From an optimization exercise on the open Yosys and OpenROAD flow, aimed at small area and a short achievable clock period; shortcuts taken in it are not production practice.
Where RTL was checked, it was by simulation tests only, not by an equivalence proof against the original.

==> v33: inputs <==
==> flow/design.v (excerpt) <==
module fir_direct_nom (
    input              clk,
    input              rst,
    input  signed [4:0] in,
    output signed [4:0] out,
    input  [249:0]     tap_coeffs
);
logic [48:0][4:0] sr;     
logic [159:0] ra, ra_d;  
logic [10:0] sum_q;     
logic v1, v2;              
wire [10:0] sum_a, sum_b, sum;
wire n1;
wire n2;
wire n3;
wire n4;
wire n5;
wire n6;
wire n7;
wire n8;
wire n9;
wire n10;
wire n11;
wire n12;
wire n13;
wire n14;
wire n15;
wire n16;
wire n17;
wire n18;
wire n19;
wire n20;
wire n21;
wire n22;
wire n23;
wire n24;
wire n25;
wire n26;
wire n27;
wire n28;
wire n29;
wire n30;
wire n31;
wire n32;
wire n33;
wire n34;
wire n35;
wire n36;
wire n37;
wire n38;
wire n39;
wire n40;
wire n41;
wire n42;
wire n43;
wire n44;
wire n45;
wire n46;
wire n47;
wire n48;
wire n49;
wire n50;
wire n51;
wire n52;
wire n53;
wire n54;
wire n55;
wire n56;
wire n57;
wire n58;
wire n59;
wire n60;
wire n61;
wire n62;
wire n63;
wire n64;
wire n65;
wire n66;
wire n67;
wire n68;
wire n69;
wire n70;
wire n71;
wire n72;
wire n73;
wire n74;
wire n75;
wire n76;
wire n77;
wire n78;
wire n79;
wire n80;
wire n81;
wire n82;
wire n83;
wire n84;
wire n85;
wire n86;
wire n87;
wire n88;
wire n89;
wire n90;
wire n91;
wire n92;
wire n93;
wire n94;
wire n95;
wire n96;
wire n97;
wire n98;
wire n99;
wire n100;
wire n101;
wire n102;
wire n103;
wire n104;
wire n105;
wire n106;
wire n107;
wire n108;
wire n109;
wire n110;
wire n111;
wire n112;
wire n113;
wire n114;
wire n115;
  ...
export LEC_CHECK = 0
export CAP_MARGIN = 20
export CORE_MARGIN = 2
export CORE_UTILIZATION = 40
export SLEW_MARGIN = 20
export SYNTH_HIERARCHICAL = 1
export SYNTH_MINIMUM_KEEP_SIZE = 0
create_clock -name core_clock -period 12.0 [get_ports {clk}]
standard.sh (not shown) runs the stock make flow with config.mk's settings and CLKGATE_MAP_FILE= SYNTH_SCRIPT=/design/flow/synth_recipe.tcl, a recipe that flattens the netlist after the stock synthesis.
==> flow/flow/run.sh <==
#!/bin/bash
# Standard ORFS layout with plain buf_2 port buffers; timing repair aims at
# a setup slack margin so the resizer works on the critical paths.
set -e
export BUFFER_PORTS_ARGS="-buffer_cell sky130_fd_sc_hd__buf_2"
export SETUP_SLACK_MARGIN=7.9
bash standard.sh > standard.log 2>&1
==> inputs of v8, as changes to v33 <==
==> flow/flow/run.sh (replaced) <==
#!/bin/bash
# Standard ORFS layout; only the port buffers are plain buf cells instead of
# the default delay buffers.
set -e
export BUFFER_PORTS_ARGS="-buffer_cell sky130_fd_sc_hd__buf_2"
bash standard.sh > standard.log 2>&1
==> run summary <==
                                                                                         v33                        v8
Outcome                                                             timing/DRC/antenna clean  timing/DRC/antenna clean
# fillers                                                                               7781                      8676
Maximum fanout encountered on the critical timing path                                     4                         5
Share of cell area taken by multi-input logic gates                                   0.6620                    0.6571
Top achievable clock speed                                                        0.2014 GHz                0.1829 GHz
Weighted congestion at the end of routability-driven global placement                  1.043                     1.004
Max incr delay on CP                                                                 0.57 ns                   0.69 ns
Critical Path Slowest Stage Cell                                       sky130_fd_sc_hd__fa_1  sky130_fd_sc_hd__xnor2_1
Drt initial violations                                                                  2313                      2901
DP Worst Slack                                                                      6.279 ns                  6.274 ns
Met1 Use GR                                                                           0.4007                    0.3744
Met1 Wirelength                                                                     55.21 mm                  50.15 mm
Clock latency reported for the late side of the worst-skew pair                      0.65 ns                   0.63 ns
Worst Setup SP                                                                       ra[123]                    ra[96]
Layout cell share with drive strength beyond 1                                        0.5548                    0.1057
Non-clock buffer instance count of the final layout                                      306                       264
Function was not checked in any run of this note: the RTL went through the layout flow alone.

---

==> job 9361 <==
fir_direct_nom, a different RTL version from the one above (not shown whole).
==> flow/config.mk <==
export PLATFORM = sky130hd
export DESIGN_NAME = fir_direct_nom
export DESIGN_NICKNAME = fir_direct_nom
export VERILOG_FILES = /design/flow/design.v
export SDC_FILE = /design/flow/constraint.sdc
export NUM_CORES = 4
export LEC_CHECK = 0
export CAP_MARGIN = 20
export CORE_MARGIN = 2
export CORE_UTILIZATION = 40
export CTS_BUF_LIST = sky130_fd_sc_hd__clkbuf_8
export CTS_CLUSTER_DIAMETER = 60
export CTS_CLUSTER_SIZE = 20
export PLACE_DENSITY = 0.7
export SLEW_MARGIN = 20
export SYNTH_HIERARCHICAL = 1
export SYNTH_MINIMUM_KEEP_SIZE = 0
==> flow/constraint.sdc <==
create_clock -name core_clock -period 12.0 [get_ports {clk}]
set_input_delay 2.4000 -clock core_clock [delete_from_list [all_inputs] [get_ports {clk}]]
set_output_delay 2.4000 -clock core_clock [all_outputs]
set_load 0.01 [all_outputs]
==> flow/flow/run.sh <==
#!/bin/bash
# ORFS layout (the standard.sh) in three calls:
#  1. synthesis to placement as standard, with plain buf_2 port buffers;
#  2. CTS and 3. routing to finish, with timing repair aimed at a setup
#     slack margin and at the worst paths only.
set -e
export BUFFER_PORTS_ARGS="-buffer_cell sky130_fd_sc_hd__buf_2"
bash standard.sh synth floorplan place > standard_place.log 2>&1
export SETUP_SLACK_MARGIN=7.4
export TNS_END_PERCENT=0
bash standard.sh cts > standard_cts.log 2>&1
bash standard.sh > standard_finish.log 2>&1
==> job 5754: changes against job 9361 <==
--- a/flow/design.v
+++ b/flow/design.v
@@ -12,16 +12,16 @@
     input              rst,
     input  signed [4:0] in,
     output signed [4:0] out,
     input  [249:0]     tap_coeffs
 );
 logic [48:0][4:0] sr;     
 logic [160:0] ra, ra_d;  
-logic [6:0] lo_q;         
-logic [4:0] x_q, g_q, o_q;  
+logic [5:0] lo_q;         
+logic [5:0] x_q, g_q, o_q;  
 logic v1, v2;              
 wire [10:0] sum_a, sum_b, sum;
 wire n1;
 wire n2;
 wire n3;
 wire n4;
 wire n5;
@@ -5976,40 +5976,40 @@
 fa u_n3408 (.a(n3406), .b(n3407), .c(n3394), .s(n3408), .co(n3409));
 assign n3410 = ~(~n3400 ^ ~n3403);
 assign n3411 = ~n3400 | ~n3403;
 assign n3412 = ~n3405;
 fa u_n3413 (.a(n3410), .b(n3412), .c(n3409), .s(n3413), .co(n3414));
 assign sum_a = {n3411, n3413, n3397, n3373, n3334, n3333, n3231, ~n3228, n3175, n3132, ~n3095};
 assign sum_b = {n3414, 1'b0, n3408, n3396, n3372, 1'b0, n3283, n3230, n3179, 1'b0, n3098};
-assign sum = {5'b0, {1'b0, sum_a[5:0]} + {1'b0, sum_b[5:0]}};
+assign sum = {6'b0, {1'b0, sum_a[4:0]} + {1'b0, sum_b[4:0]}};
 always @(posedge clk or posedge rst) begin
     if (rst) begin
         sr <= '0;
         v1 <= 1'b0;
         v2 <= 1'b0;
     end else begin
         sr <= {sr[47:0], in};
         v1 <= 1'b1;
         v2 <= v1;
     end
 end
 always @(posedge clk) begin
     ra <= ra_d;
-    lo_q <= sum[6:0];
-    x_q <= sum_a[10:6] ^ sum_b[10:6];
-    g_q <= sum_a[10:6] & sum_b[10:6];
-    o_q <= sum_a[10:6] | sum_b[10:6];
+    lo_q <= sum[5:0];
+    x_q <= sum_a[10:5] ^ sum_b[10:5];
+    g_q <= sum_a[10:5] & sum_b[10:5];
+    o_q <= sum_a[10:5] | sum_b[10:5];
 end
-wire hz = (x_q[0] == lo_q[6]) && (x_q[4:1] == o_q[3:0]);
-wire ho = (x_q[0] != lo_q[6]) && (&(x_q[4:1] ^ g_q[3:0]));
-wire [5:0] c;   
-assign c[0] = lo_q[6];
+wire hz = (x_q[0] == lo_q[5]) && (x_q[5:1] == o_q[4:0]);
+wire ho = (x_q[0] != lo_q[5]) && (&(x_q[5:1] ^ g_q[4:0]));
+wire [6:0] c;   
+assign c[0] = lo_q[5];
 genvar gi;
-for (gi = 0; gi < 5; gi = gi + 1) begin : g_c
+for (gi = 0; gi < 6; gi = gi + 1) begin : g_c
     assign c[gi+1] = g_q[gi] | (x_q[gi] & c[gi]);
 end
-wire sgn = x_q[4] ^ c[4];
-wire lz = ~|lo_q[5:4];
-wire lo1 = &lo_q[5:4];
+wire sgn = x_q[5] ^ c[5];
+wire lz = ~|lo_q[4:4];
+wire lo1 = &lo_q[4:4];
 wire inr = (hz && lz) || (ho && lo1);
 assign out = !v2 ? 5'sd0 : inr ? lo_q[4:0] : sgn ? -5'sd16 : 5'sd15;
 endmodule
==> flow/flow/run.sh (replaced) <==
#!/bin/bash
# ORFS layout (the standard.sh) in three calls:
#  1. synthesis to placement as standard, with plain buf_2 port buffers;
#  2. CTS and 3. routing to finish, with timing repair aimed at a setup
#     slack margin and at the worst paths only.
set -e
export BUFFER_PORTS_ARGS="-buffer_cell sky130_fd_sc_hd__buf_2"
bash standard.sh synth floorplan place > standard_place.log 2>&1
export SETUP_SLACK_MARGIN=7.4
export TNS_END_PERCENT=100
bash standard.sh cts > standard_cts.log 2>&1
bash standard.sh > standard_finish.log 2>&1
==> flow/config.mk (replaced) <==
export PLATFORM = sky130hd
export DESIGN_NAME = fir_direct_nom
export DESIGN_NICKNAME = fir_direct_nom
export VERILOG_FILES = /design/flow/design.v
export SDC_FILE = /design/flow/constraint.sdc
export NUM_CORES = 4
export LEC_CHECK = 0
export CAP_MARGIN = 20
export CORE_MARGIN = 2
export CORE_UTILIZATION = 40
export CTS_BUF_LIST = sky130_fd_sc_hd__clkbuf_8
export CTS_CLUSTER_DIAMETER = 50
export CTS_CLUSTER_SIZE = 16
export SLEW_MARGIN = 20
export SYNTH_HIERARCHICAL = 1
export SYNTH_MINIMUM_KEEP_SIZE = 0
==> job 5165: changes against job 9361 <==
--- a/flow/design.v
+++ b/flow/design.v
@@ -12,16 +12,16 @@
     input              rst,
     input  signed [4:0] in,
     output signed [4:0] out,
     input  [249:0]     tap_coeffs
 );
 logic [48:0][4:0] sr;     
 logic [160:0] ra, ra_d;  
-logic [6:0] lo_q;         
-logic [4:0] x_q, g_q, o_q;  
+logic [5:0] lo_q;         
+logic [5:0] x_q, g_q, o_q;  
 logic v1, v2;              
 wire [10:0] sum_a, sum_b, sum;
 wire n1;
 wire n2;
 wire n3;
 wire n4;
 wire n5;
@@ -5976,40 +5976,40 @@
 fa u_n3408 (.a(n3406), .b(n3407), .c(n3394), .s(n3408), .co(n3409));
 assign n3410 = ~(~n3400 ^ ~n3403);
 assign n3411 = ~n3400 | ~n3403;
 assign n3412 = ~n3405;
 fa u_n3413 (.a(n3410), .b(n3412), .c(n3409), .s(n3413), .co(n3414));
 assign sum_a = {n3411, n3413, n3397, n3373, n3334, n3333, n3231, ~n3228, n3175, n3132, ~n3095};
 assign sum_b = {n3414, 1'b0, n3408, n3396, n3372, 1'b0, n3283, n3230, n3179, 1'b0, n3098};
-assign sum = {5'b0, {1'b0, sum_a[5:0]} + {1'b0, sum_b[5:0]}};
+assign sum = {6'b0, {1'b0, sum_a[4:0]} + {1'b0, sum_b[4:0]}};
 always @(posedge clk or posedge rst) begin
     if (rst) begin
         sr <= '0;
         v1 <= 1'b0;
         v2 <= 1'b0;
     end else begin
         sr <= {sr[47:0], in};
         v1 <= 1'b1;
         v2 <= v1;
     end
 end
 always @(posedge clk) begin
     ra <= ra_d;
-    lo_q <= sum[6:0];
-    x_q <= sum_a[10:6] ^ sum_b[10:6];
-    g_q <= sum_a[10:6] & sum_b[10:6];
-    o_q <= sum_a[10:6] | sum_b[10:6];
+    lo_q <= sum[5:0];
+    x_q <= sum_a[10:5] ^ sum_b[10:5];
+    g_q <= sum_a[10:5] & sum_b[10:5];
+    o_q <= sum_a[10:5] | sum_b[10:5];
 end
-wire hz = (x_q[0] == lo_q[6]) && (x_q[4:1] == o_q[3:0]);
-wire ho = (x_q[0] != lo_q[6]) && (&(x_q[4:1] ^ g_q[3:0]));
-wire [5:0] c;   
-assign c[0] = lo_q[6];
+wire hz = (x_q[0] == lo_q[5]) && (x_q[5:1] == o_q[4:0]);
+wire ho = (x_q[0] != lo_q[5]) && (&(x_q[5:1] ^ g_q[4:0]));
+wire [6:0] c;   
+assign c[0] = lo_q[5];
 genvar gi;
-for (gi = 0; gi < 5; gi = gi + 1) begin : g_c
+for (gi = 0; gi < 6; gi = gi + 1) begin : g_c
     assign c[gi+1] = g_q[gi] | (x_q[gi] & c[gi]);
 end
-wire sgn = x_q[4] ^ c[4];
-wire lz = ~|lo_q[5:4];
-wire lo1 = &lo_q[5:4];
+wire sgn = x_q[5] ^ c[5];
+wire lz = ~|lo_q[4:4];
+wire lo1 = &lo_q[4:4];
 wire inr = (hz && lz) || (ho && lo1);
 assign out = !v2 ? 5'sd0 : inr ? lo_q[4:0] : sgn ? -5'sd16 : 5'sd15;
 endmodule
==> flow/flow/run.sh (replaced) <==
#!/bin/bash
# ORFS layout (the standard.sh) in three calls:
#  1. synthesis to placement as standard, with plain buf_2 port buffers;
#  2. CTS and 3. routing to finish, with timing repair aimed at a setup
#     slack margin and at the worst paths only.
set -e
export BUFFER_PORTS_ARGS="-buffer_cell sky130_fd_sc_hd__buf_2"
bash standard.sh synth floorplan place > standard_place.log 2>&1
export SETUP_SLACK_MARGIN=7.1
export TNS_END_PERCENT=0
bash standard.sh cts > standard_cts.log 2>&1
bash standard.sh > standard_finish.log 2>&1
==> flow/config.mk (replaced) <==
export PLATFORM = sky130hd
export DESIGN_NAME = fir_direct_nom
export DESIGN_NICKNAME = fir_direct_nom
export VERILOG_FILES = /design/flow/design.v
export SDC_FILE = /design/flow/constraint.sdc
export NUM_CORES = 4
export LEC_CHECK = 0
export CAP_MARGIN = 20
export CORE_MARGIN = 2
export CORE_UTILIZATION = 40
export CTS_BUF_LIST = sky130_fd_sc_hd__clkbuf_8
export CTS_CLUSTER_DIAMETER = 50
export CTS_CLUSTER_SIZE = 16
export SLEW_MARGIN = 20
export SYNTH_HIERARCHICAL = 1
export SYNTH_MINIMUM_KEEP_SIZE = 0
==> job 6000: changes against job 9361 <==
--- a/flow/design.v
+++ b/flow/design.v
@@ -12,16 +12,16 @@
     input              rst,
     input  signed [4:0] in,
     output signed [4:0] out,
     input  [249:0]     tap_coeffs
 );
 logic [48:0][4:0] sr;     
 logic [160:0] ra, ra_d;  
-logic [6:0] lo_q;         
-logic [4:0] x_q, g_q, o_q;  
+logic [5:0] lo_q;         
+logic [5:0] x_q, g_q, o_q;  
 logic v1, v2;              
 wire [10:0] sum_a, sum_b, sum;
 wire n1;
 wire n2;
 wire n3;
 wire n4;
 wire n5;
@@ -5976,40 +5976,40 @@
 fa u_n3408 (.a(n3406), .b(n3407), .c(n3394), .s(n3408), .co(n3409));
 assign n3410 = ~(~n3400 ^ ~n3403);
 assign n3411 = ~n3400 | ~n3403;
 assign n3412 = ~n3405;
 fa u_n3413 (.a(n3410), .b(n3412), .c(n3409), .s(n3413), .co(n3414));
 assign sum_a = {n3411, n3413, n3397, n3373, n3334, n3333, n3231, ~n3228, n3175, n3132, ~n3095};
 assign sum_b = {n3414, 1'b0, n3408, n3396, n3372, 1'b0, n3283, n3230, n3179, 1'b0, n3098};
-assign sum = {5'b0, {1'b0, sum_a[5:0]} + {1'b0, sum_b[5:0]}};
+assign sum = {6'b0, {1'b0, sum_a[4:0]} + {1'b0, sum_b[4:0]}};
 always @(posedge clk or posedge rst) begin
     if (rst) begin
         sr <= '0;
         v1 <= 1'b0;
         v2 <= 1'b0;
     end else begin
         sr <= {sr[47:0], in};
         v1 <= 1'b1;
         v2 <= v1;
     end
 end
 always @(posedge clk) begin
     ra <= ra_d;
-    lo_q <= sum[6:0];
-    x_q <= sum_a[10:6] ^ sum_b[10:6];
-    g_q <= sum_a[10:6] & sum_b[10:6];
-    o_q <= sum_a[10:6] | sum_b[10:6];
+    lo_q <= sum[5:0];
+    x_q <= sum_a[10:5] ^ sum_b[10:5];
+    g_q <= sum_a[10:5] & sum_b[10:5];
+    o_q <= sum_a[10:5] | sum_b[10:5];
 end
-wire hz = (x_q[0] == lo_q[6]) && (x_q[4:1] == o_q[3:0]);
-wire ho = (x_q[0] != lo_q[6]) && (&(x_q[4:1] ^ g_q[3:0]));
-wire [5:0] c;   
-assign c[0] = lo_q[6];
+wire hz = (x_q[0] == lo_q[5]) && (x_q[5:1] == o_q[4:0]);
+wire ho = (x_q[0] != lo_q[5]) && (&(x_q[5:1] ^ g_q[4:0]));
+wire [6:0] c;   
+assign c[0] = lo_q[5];
 genvar gi;
-for (gi = 0; gi < 5; gi = gi + 1) begin : g_c
+for (gi = 0; gi < 6; gi = gi + 1) begin : g_c
     assign c[gi+1] = g_q[gi] | (x_q[gi] & c[gi]);
 end
-wire sgn = x_q[4] ^ c[4];
-wire lz = ~|lo_q[5:4];
-wire lo1 = &lo_q[5:4];
+wire sgn = x_q[5] ^ c[5];
+wire lz = ~|lo_q[4:4];
+wire lo1 = &lo_q[4:4];
 wire inr = (hz && lz) || (ho && lo1);
 assign out = !v2 ? 5'sd0 : inr ? lo_q[4:0] : sgn ? -5'sd16 : 5'sd15;
 endmodule
==> flow/config.mk (replaced) <==
export PLATFORM = sky130hd
export DESIGN_NAME = fir_direct_nom
export DESIGN_NICKNAME = fir_direct_nom
export VERILOG_FILES = /design/flow/design.v
export SDC_FILE = /design/flow/constraint.sdc
export NUM_CORES = 4
export LEC_CHECK = 0
export CAP_MARGIN = 20
export CORE_MARGIN = 2
export CORE_UTILIZATION = 40
export CTS_BUF_LIST = sky130_fd_sc_hd__clkbuf_8
export CTS_CLUSTER_DIAMETER = 50
export CTS_CLUSTER_SIZE = 16
export SLEW_MARGIN = 20
export SYNTH_HIERARCHICAL = 1
export SYNTH_MINIMUM_KEEP_SIZE = 0
==> run summary <==
* Outcome: timing/DRC/antenna clean
* Final nets at about 4.6k
* Filler Cell Count at about 8.4k
* Avg Cell Area, Syn at roughly 13 um^2
* Gate Count Post-Synth at 2935
* Most used cell, CP: fa_2
* Top-area cell type share of the netlist area at 0.5552
* Die extent in y at 308.9 um
* DIE AREA at ~0.095 mm^2
* Final HPWL DP at between 100000 and 150000 um
* Critical Path Max Stage Delay at roughly 0.7 ns
* Largest net degree at the start of global routing at 72
* Most common cell after layout, fill and taps aside: fa_1
# the run above: job 9361

==> run summary <==
* Die extent in y at between 300 and 400 um
* Area occupied by multi-input gates at between 0.02 and 0.03 mm^2
* Placement Cell Area at 0.04005 mm^2
* Outcome: timing/DRC/antenna clean
* Max layer used: met4
* Final HPWL DP at ~110000 um
* Yosys warns at 7
* CP Class: input port to register
* EDFF count, synth at 0
* Largest net degree at the start of global routing at 68
* Most common cell after layout, fill and taps aside: fa_1
* Gate Count Post-Synth at 2934
* Filler Cell Count at 8565
* Top-area cell type share of the netlist area at 0.5553
* Avg Cell Area, Syn at between 10 and 15 um^2
* DIE AREA at 0.09537 mm^2
* Final nets at approximately 4.6k
# the run above: job 5165

==> run summary <==
* Post-Synth Simple-Gate Area at 0.1509
* Most used cell, CP: fa_2
* Most common cell after layout, fill and taps aside: nand2_1
* Avg Cell Area, Syn at 12.67 um^2
* Final nets at roughly 4.6k
* Top-area cell type share of the netlist area at 0.5553
* Final HPWL DP at roughly 110000 um
* CP endpoint kind: register
* Outcome: timing/DRC/antenna clean
* Filler Cell Count at just over 8k
* Largest class: multi-input gates
* Largest net degree at the start of global routing at a little under 70
* Gate Count Post-Synth at about 2.9k
* FF+latch area at ~0.0098 mm^2
* Critical Path Max Stage Delay at 0.66 ns
* DIE AREA at about 0.095 mm^2
* Die extent in y at roughly 310 um
# the run above: job 5754

==> run summary <==
* Top-area cell type share of the netlist area at 0.5553
* Die extent in y at between 300 and 400 um
* Critical Path Max Stage Delay at 0.64 ns
* Largest net degree at the start of global routing at 68
* Filler Cell Count at 8512
* Outcome: timing/DRC/antenna clean
* DIE AREA at 0.09537 mm^2
* Final nets at approximately 4.6k
* Most common cell after layout, fill and taps aside: nand2_1
# the run above: job 6000

## static timing again, ports no longer ideal
The flow's constraints put no driver on any port. The routed layouts listed below were extracted and timed again, unchanged, in two steps.
Step 1 sets driving cells, clkbuf_16 on the clock port and buf_2 on the other inputs (assumed; they add their load-dependent delay and slew).
Step 2 also shifts input and output timing later by t, the mid clock arrival at the registers, as if the neighbouring blocks saw the same clock.
a / b / c = ideal / step 1 / step 2; a / b = the first two.
| run | t, ns | setup slack, ns | worst setup path at the end | worst data-port slew with drivers (ns) |
|---|---|---|---|---|
| v33 | 0.704 | 7.034 / 7.034 / 6.383 | input to register | 0.12 |
| v8 | 0.686 | 6.534 / 6.534 / 6.201 | input to register | 0.09 |
| job 9361 | 0.751 | 7.111 / 7.157 / 6.406 | input to register | 0.10 |
| job 5754 | 0.750 | 7.205 / 7.233 / 6.483 | input to register | 0.13 |
| job 5165 | 0.752 | 7.094 / 7.111 / 6.359 | input to register | 0.09 |
| job 6000 | 0.760 | 7.184 / 7.223 / 6.470 | input to register | 0.09 |
After both steps every run listed still meets setup and hold. For job 5165, which loses most, drivers alone change the setup slack by +0.017 ns; drivers and shift together by -0.735 ns.
